Source: an optimization exercise on an open RTL-to-GDS flow (aim: small area, a short achievable clock period and few clock cycles). Production flows keep margins and buffers that such runs may drop. For this run, only the layout was checked, not whether the RTL still works. Power is estimated from default activity; no workload was simulated.

### flow/design.v
module dmc_top (
    input         clk_i,
    input         rst_n_i,
    input         start_i,
    input         read_i,
    input         write_i,
    input  [31:0] address_i,
    input  [31:0] data_i,
    output [31:0] data_o,
    output        ready_o,
    output        mem_read_o,
    output        mem_write_o,
    output [31:0] mem_address_o,
    output [31:0] mem_data_o,
    input  [31:0] mem_data_i
);
reg [127:0] line  [0:3];       
reg [27:0]  tag   [0:3];
reg [3:0]   pres  [0:3];       
reg [3:0]   dirty;
reg        busy;               
reg [31:0] dreg;               
reg [31:0] wdat;               
reg        byp;                
reg        pw_v;
reg [3:0]  pw_a;               
reg        pw_mem;             
reg [27:0] vtag;               
reg [3:0]  ra_a;               
reg [3:0]  mm;                 
reg [3:0]  av;                 
reg [1:0]  wp;                 
reg [31:0] mdo;                
reg        ord, owr;           
reg [1:0]  oj;                 
wire [1:0]  idx = address_i[3:2];
wire [1:0]  off = address_i[1:0];
wire [27:0] tg  = address_i[31:4];
wire        req = !busy && start_i && (read_i || write_i);
wire        rd  = read_i;
wire        wr  = !read_i;
wire [3:0]  match;
genvar g;
generate
    for (g = 0; g < 4; g = g + 1) begin : cmp
        assign match[g] = (tag[g] == tg);
    end
endgenerate
wire [3:0]  pi      = pres[idx];
wire        valid   = |pi;
wire        thit    = valid && match[idx];
wire        dm      = valid && !match[idx] && dirty[idx];
wire        present = thit && pi[off];
wire [31:0] wbus = pw_mem ? mem_data_i : wdat;
wire [1:0]   lsel  = busy ? ra_a[3:2] : idx;
wire [1:0]   wsel  = busy ? wp : off;
wire [127:0] lword = line[lsel];
wire [31:0]  rword = lword[wsel*32 +: 32];
wire         rfwd  = pw_v && (pw_a == address_i[3:0]);
wire [3:0]   mtgt  = busy ? {ra_a[3:2], wp} : {idx, 2'd0};
wire         mfwd  = pw_v && (pw_a == mtgt);
wire [3:0]  mi   = ~pi;
wire [1:0]  mij  = mi[0] ? 2'd0 : mi[1] ? 2'd1 : mi[2] ? 2'd2 : 2'd3;
wire [1:0]  mmj  = mm[0] ? 2'd0 : mm[1] ? 2'd1 : mm[2] ? 2'd2 : 2'd3;
wire        wavail = av[wp] || (pw_v && pw_a[1:0] == wp);
wire        last   = owr && oj == 2'd3;
assign ready_o       = !busy;
assign data_o        = byp ? mem_data_i : dreg;
assign mem_read_o    = !busy || ord;
assign mem_write_o   = owr;
assign mem_address_o = busy ? {vtag, ra_a[3:2], oj} : address_i;
assign mem_data_o    = mdo;
integer k;
always @(posedge clk_i) begin
    if (pw_v)
        line[pw_a[3:2]][pw_a[1:0]*32 +: 32] <= wbus;
    if (req && rd)
        dreg <= rfwd ? wbus : rword;
    else if (byp)
        dreg <= mem_data_i;
    if (req && wr)
        wdat <= data_i;
    else if (busy && byp)
        wdat <= mem_data_i;
    mdo <= mfwd ? wbus : busy ? rword : lword[31:0];
    byp  <= req && rd && !present;
    pw_v <= 1'b0;
    if (!busy) begin
        vtag <= tag[idx];
        ra_a <= address_i[3:0];
        av   <= pi;
        ord  <= mi != 4'd0;
        owr  <= req && dm && mi == 4'd0;
        oj   <= mi != 4'd0 ? mij : 2'd0;
        mm   <= mi & ~(4'd1 << mij);
        wp   <= mi != 4'd0 ? 2'd0 : 2'd1;
    end
    if (req) begin
        tag[idx] <= tg;
        if (dm)
            busy <= 1'b1;
        else begin
            pw_v   <= wr || !present;
            pw_a   <= address_i[3:0];
            pw_mem <= rd;
        end
        pres[idx]  <= (thit ? pi : 4'd0) | (4'd1 << off);
        dirty[idx] <= (thit && dirty[idx]) || wr;
    end
    if (busy) begin
        if (pw_v)
            av[pw_a[1:0]] <= 1'b1;
        if (ord) begin
            pw_v   <= 1'b1;
            pw_a   <= {ra_a[3:2], oj};
            pw_mem <= 1'b1;
        end
        if (last) begin
            busy   <= 1'b0;
            ord    <= 1'b0;
            owr    <= 1'b0;
            pw_v   <= 1'b1;
            pw_a   <= ra_a;
            pw_mem <= 1'b0;
        end else if (mm != 4'd0) begin
            ord    <= 1'b1;
            owr    <= 1'b0;
            oj     <= mmj;
            mm     <= mm & ~(4'd1 << mmj);
        end else if (wavail) begin
            ord    <= 1'b0;
            owr    <= 1'b1;
            oj     <= wp;
            wp     <= wp + 2'd1;
        end else begin
            ord    <= 1'b0;
            owr    <= 1'b0;
        end
    end
    if (!rst_n_i) begin
        busy <= 1'b0;
        byp  <= 1'b0;
        pw_v <= 1'b0;
        owr  <= 1'b0;
        for (k = 0; k < 4; k = k + 1)
            pres[k] <= 4'd0;
    end
end
endmodule
### flow/run.sh
#!/bin/bash
# synth_recipe.tcl (not shown) runs the flow's synth.tcl, then flattens the netlist and writes it again
# the make line also repeats each setting of config.mk as NAME=value (left out here)
make -C /OpenROAD-flow-scripts/flow DESIGN_CONFIG=/design/flow/config.mk WORK_HOME=/design/flow/orfs CLKGATE_MAP_FILE= SYNTH_SCRIPT=/design/flow/synth_recipe.tcl finish
### flow/config.mk
export PLATFORM = sky130hd
export DESIGN_NAME = dmc_top
export DESIGN_NICKNAME = dmc_top
export VERILOG_FILES = /design/flow/design.v
export SDC_FILE = /design/flow/constraint.sdc
export NUM_CORES = 4
export LEC_CHECK = 0
export ABC_CLOCK_PERIOD_IN_PS = 2500
export CAP_MARGIN = 20
export CORE_MARGIN = 2
export CORE_UTILIZATION = 40
export SETUP_SLACK_MARGIN = 2.5
export SLEW_MARGIN = 20
### flow/constraint.sdc
create_clock -name core_clock -period 5.0 [get_ports {clk_i}]
set_input_delay 1.0000 -clock core_clock [delete_from_list [all_inputs] [get_ports {clk_i}]]
set_output_delay 1.0000 -clock core_clock [all_outputs]
set_load 0.01 [all_outputs]
==> impl_metrics.env <==
export IMPL_cts_clk_slew_worst_paths_ns=0.06
export IMPL_pwr_share_seq=0.448
export IMPL_pre_cts_ws_ns=0.818
export IMPL_crit_arrival_ns=3.46
export IMPL_wirelength_mm=104
export IMPL_grt_ovfl_total=0
export IMPL_clk_latency_ns=0.65
export IMPL_final_common_cell="edfxtp_1"
export IMPL_tightest_slew_ns=1.04
export IMPL_grt_pass1_vias=22200
export IMPL_p_sw_frac=0.262
export IMPL_synth_seq_cells=794
export IMPL_combPwrFrac=0.187
export IMPL_dieArea_um2=89500
export IMPL_synth_simple_area_share=0.0425
export IMPL_initial_utilization=0.402
export IMPL_drive_gt1_frac=0.314
export IMPL_clkSinkCount=794
export IMPL_ant_nets=0
export IMPL_powerDensity_nw_per_um2=383
export IMPL_clkPwrFrac=0.365
export IMPL_rows=108
export IMPL_io_pins=200
export IMPL_drv_slew=0
export IMPL_syn_area_um2=34800
export IMPL_status="timing/DRC/antenna clean"
export IMPL_cpMaxStageDelayCell="dfxtp_4"
export IMPL_synth_distinct_cells=58
export IMPL_h_tree_depth=3
export IMPL_rsz0062_at_grt="yes"
export IMPL_num_vias=21800
export IMPL_grt_max_degree=55
export IMPL_min_period_ns=2.94
export IMPL_crit_path_end_kind="flop"
export IMPL_start_kind="flop"
export IMPL_core_area_um2=86600
export IMPL_relSlewSlack=0.286
export IMPL_fillers=6925
export IMPL_ir_drop_uv=266
export IMPL_antenna_found_initial=4
export IMPL_power_mw=17.6
export IMPL_fin_nets=2832
export IMPL_dp_cells=3542
export IMPL_synth_edf_count=692
export IMPL_critPathMaxFanout=8
export IMPL_fin_crit_sh=0.587
export IMPL_final_cell_mix="edfxtp_1 (692), mux2i_1 (452), buf_4 (162), nor2_1 (154), buf_6 (106)"
export IMPL_post_dp_hpwl_mm=56.7
export IMPL_worstPathRequired_ns=5.52
export IMPL_worstSetupPathType="reg2reg"
export IMPL_cts_buffers=86
export IMPL_hold_viol=0
export IMPL_setup_ws_ns=2.06
export IMPL_grt_usage=0.222
export IMPL_die_x_um=299
export IMPL_drv_cap=0
export IMPL_path_cells="buf_16 -> mux2_8 -> buf_12 -> buf_16 -> buf_16 -> buf_12 -> buf_16 -> mux2i_1 -> mux2i_1 -> mux2i_1 -> mux2_4 -> nor2_1 -> o22a_1"
export IMPL_min_path_type="reg2reg"
export IMPL_antenna_cells=0
export IMPL_avgSynthCellArea_um2=15.1
export IMPL_fin_tns_setup_ns=0
export IMPL_clock_skew_ns=0.0284
export IMPL_synth_top_family_by_area="multiplexers"
export IMPL_setup_viol_count_final=0
export IMPL_fp_dieH_um=299
export IMPL_place_gp_congestion=0.852
export IMPL_final_area_um2=46000
export IMPL_synth_seq_area_share=0.655
export IMPL_wire_per_inst_um=26.4
export IMPL_synth_compound_area_frac=0.0451
export IMPL_syn_inst=2305
export IMPL_area_growth_pct=31.9
export IMPL_place_area_um2=38400
export IMPL_drc=0
export IMPL_viasPerCell=5.52
export IMPL_synth_flop_cell="edfxtp_1"
export IMPL_muxShareOfSynthArea=0.202
export IMPL_drt_initial_drc_count=1708
export IMPL_cts_tree="done"
export IMPL_grt_pass1_wl_mm=147
export IMPL_cts_buffer_depth=3
export IMPL_path_common_cell="buf_16"
export IMPL_max_stage_delay_ns=0.47
export IMPL_synth_xor_area_frac=0.0302
export IMPL_synth_net_count=2411
export IMPL_p_switching_mw=4.60
export IMPL_leakagePower_nw=17.6
export IMPL_fin_cells=3955
export IMPL_synthAdderAreaFrac=0.00180
export IMPL_drt_pass1_iter_count=5
export IMPL_yosysWarnings=1
export IMPL_max_freq_mhz=341
export IMPL_io_buffer_count=199
export IMPL_clockRootBuffer="clkbuf_16"
export IMPL_p_int_mw=13.0
export IMPL_synth_async_sr_flop_share=0
==> worst paths after layout <==
kind | startpoint | endpoint | slack (ns) | cells past startpoint
max | busy | dreg[10] | 2.06 | 13
min reg2reg | av[2] | av[2] | 0.52 | 2
max reg2reg | busy | dreg[10] | 2.06 | 13
min | av[2] | av[2] | 0.52 | 2
==> power by group through the flow <==
stage	Clock [mW]	Sequential, mW	Combinational, mW
final	6.42	7.88	3.29
after global routing	6.78	7.91	3.47
after CTS	6.52	7.88	3.02
after detailed placement	0	8.02	2.52
after global placement	0	8.00	2.47
after floorplan	0	7.94	1.61
==> registers in the layout (all words and copies together), names as in the netlist <==
register  count
line        512
tag         112
dreg         32
mdo          32
wdat         32
vtag         28
pres         16
av            4
dirty         4
mm            4
pw_a          4
ra_a          4
oj            2
wp            2
busy          1
byp           1
ord           1
owr           1
pw_mem        1
pw_v          1
==> metal layers <==
metal,vias to the layer above,GRT usage,wire (µm)
met5,-,0,40
met1,11300,0.282,42600
met4,6,0.0589,3070
met2,724,0.391,53200
li1,9647,-,-
met3,169,0.0374,5480
==> layout make-up <==
type	count	area (µm²)	share of cell area
clock buffers	125	2510	0.0547
clock inverters	37	360	0.00784
inverters	13	67.6	0.00147
multi-input cells	1340	12900	0.280
flip-flops and latches	794	22800	0.497
well taps	1155	1450	0.0314
repair buffers	491	5890	0.128
==> cell usage after synthesis (26+ instances only) <==
cell,count,share of area
a21o_1,35,0.0075
a21oi_1,30,0.0043
a2bb2oi_1,32,0.0080
buf_2,33,0.0047
clkbuf_1,87,0.0094
dfxtp_1,102,0.059
edfxtp_1,692,0.60
mux2_2,125,0.040
mux2i_1,485,0.14
mux4_2,33,0.021
nand2_1,26,0.0028
nor2_1,220,0.024
o21ai_0,65,0.0093
o22a_1,32,0.0080
xnor2_1,66,0.017
xor2_1,54,0.014
==> cells by family after synthesis <==
group           after synthesis
mux                         644
buf+inv                     182
compound gates              227
flops                       794
simple gates                333
xor+xnor                    120
fa+ha+maj                     5
==> worst max-delay path, delay by kind of cell, from the launching register on <==
| family | cells | cell delay [ns] |
|---|---|---|
| multiplexers | 5 | 1.19 |
| buffers and inverters | 6 | 0.87 |
| flip-flops | 1 | 0.47 |
| AO/OA/AOI/OAI | 1 | 0.20 |
| AND/OR/NAND/NOR | 1 | 0.04 |
==> through the flow <==
stage	utilization	hold slack (ns)
after global routing	0.531	0.553
after detailed placement	0.443	0.508
after global placement	0.443	0.482
after floorplan	-	0.432
final	0.531	0.523
after CTS	0.510	0.524
==> what timing repair did <==
item | in CTS | in global routing
endpoints found under the setup margin | 752 | 396
hold endpoints to repair | 0 | 0
gates cloned | 41 | 19
buffers inserted | 115 | 76
resized for setup | 769 | 219
hold buffers | 0 | 0
pin swaps | 36 | 77

## static timing again, ports no longer ideal
Ports are ideal in the flow. The routed layout listed here was re-timed in OpenROAD.
Step 1, drivers: a clkbuf_16 drives clk_i and a buf_2 each remaining input, both assumed.
Step 2 also shifts input and output timing later by t, the mid clock arrival at the registers, as if the neighbouring blocks saw the same clock.
Three values: ideal, step 1, step 2; two values: the first two.
shift t [ns]: 0.702
setup WS [ns]: 2.064 / 2.010 / 1.490
latest minus earliest clock arrival (ns): 0.029 / 0.029
After both steps this run still meets setup and hold. The setup slack of this run moves by -0.054 ns with the drivers and by -0.574 ns with both steps.
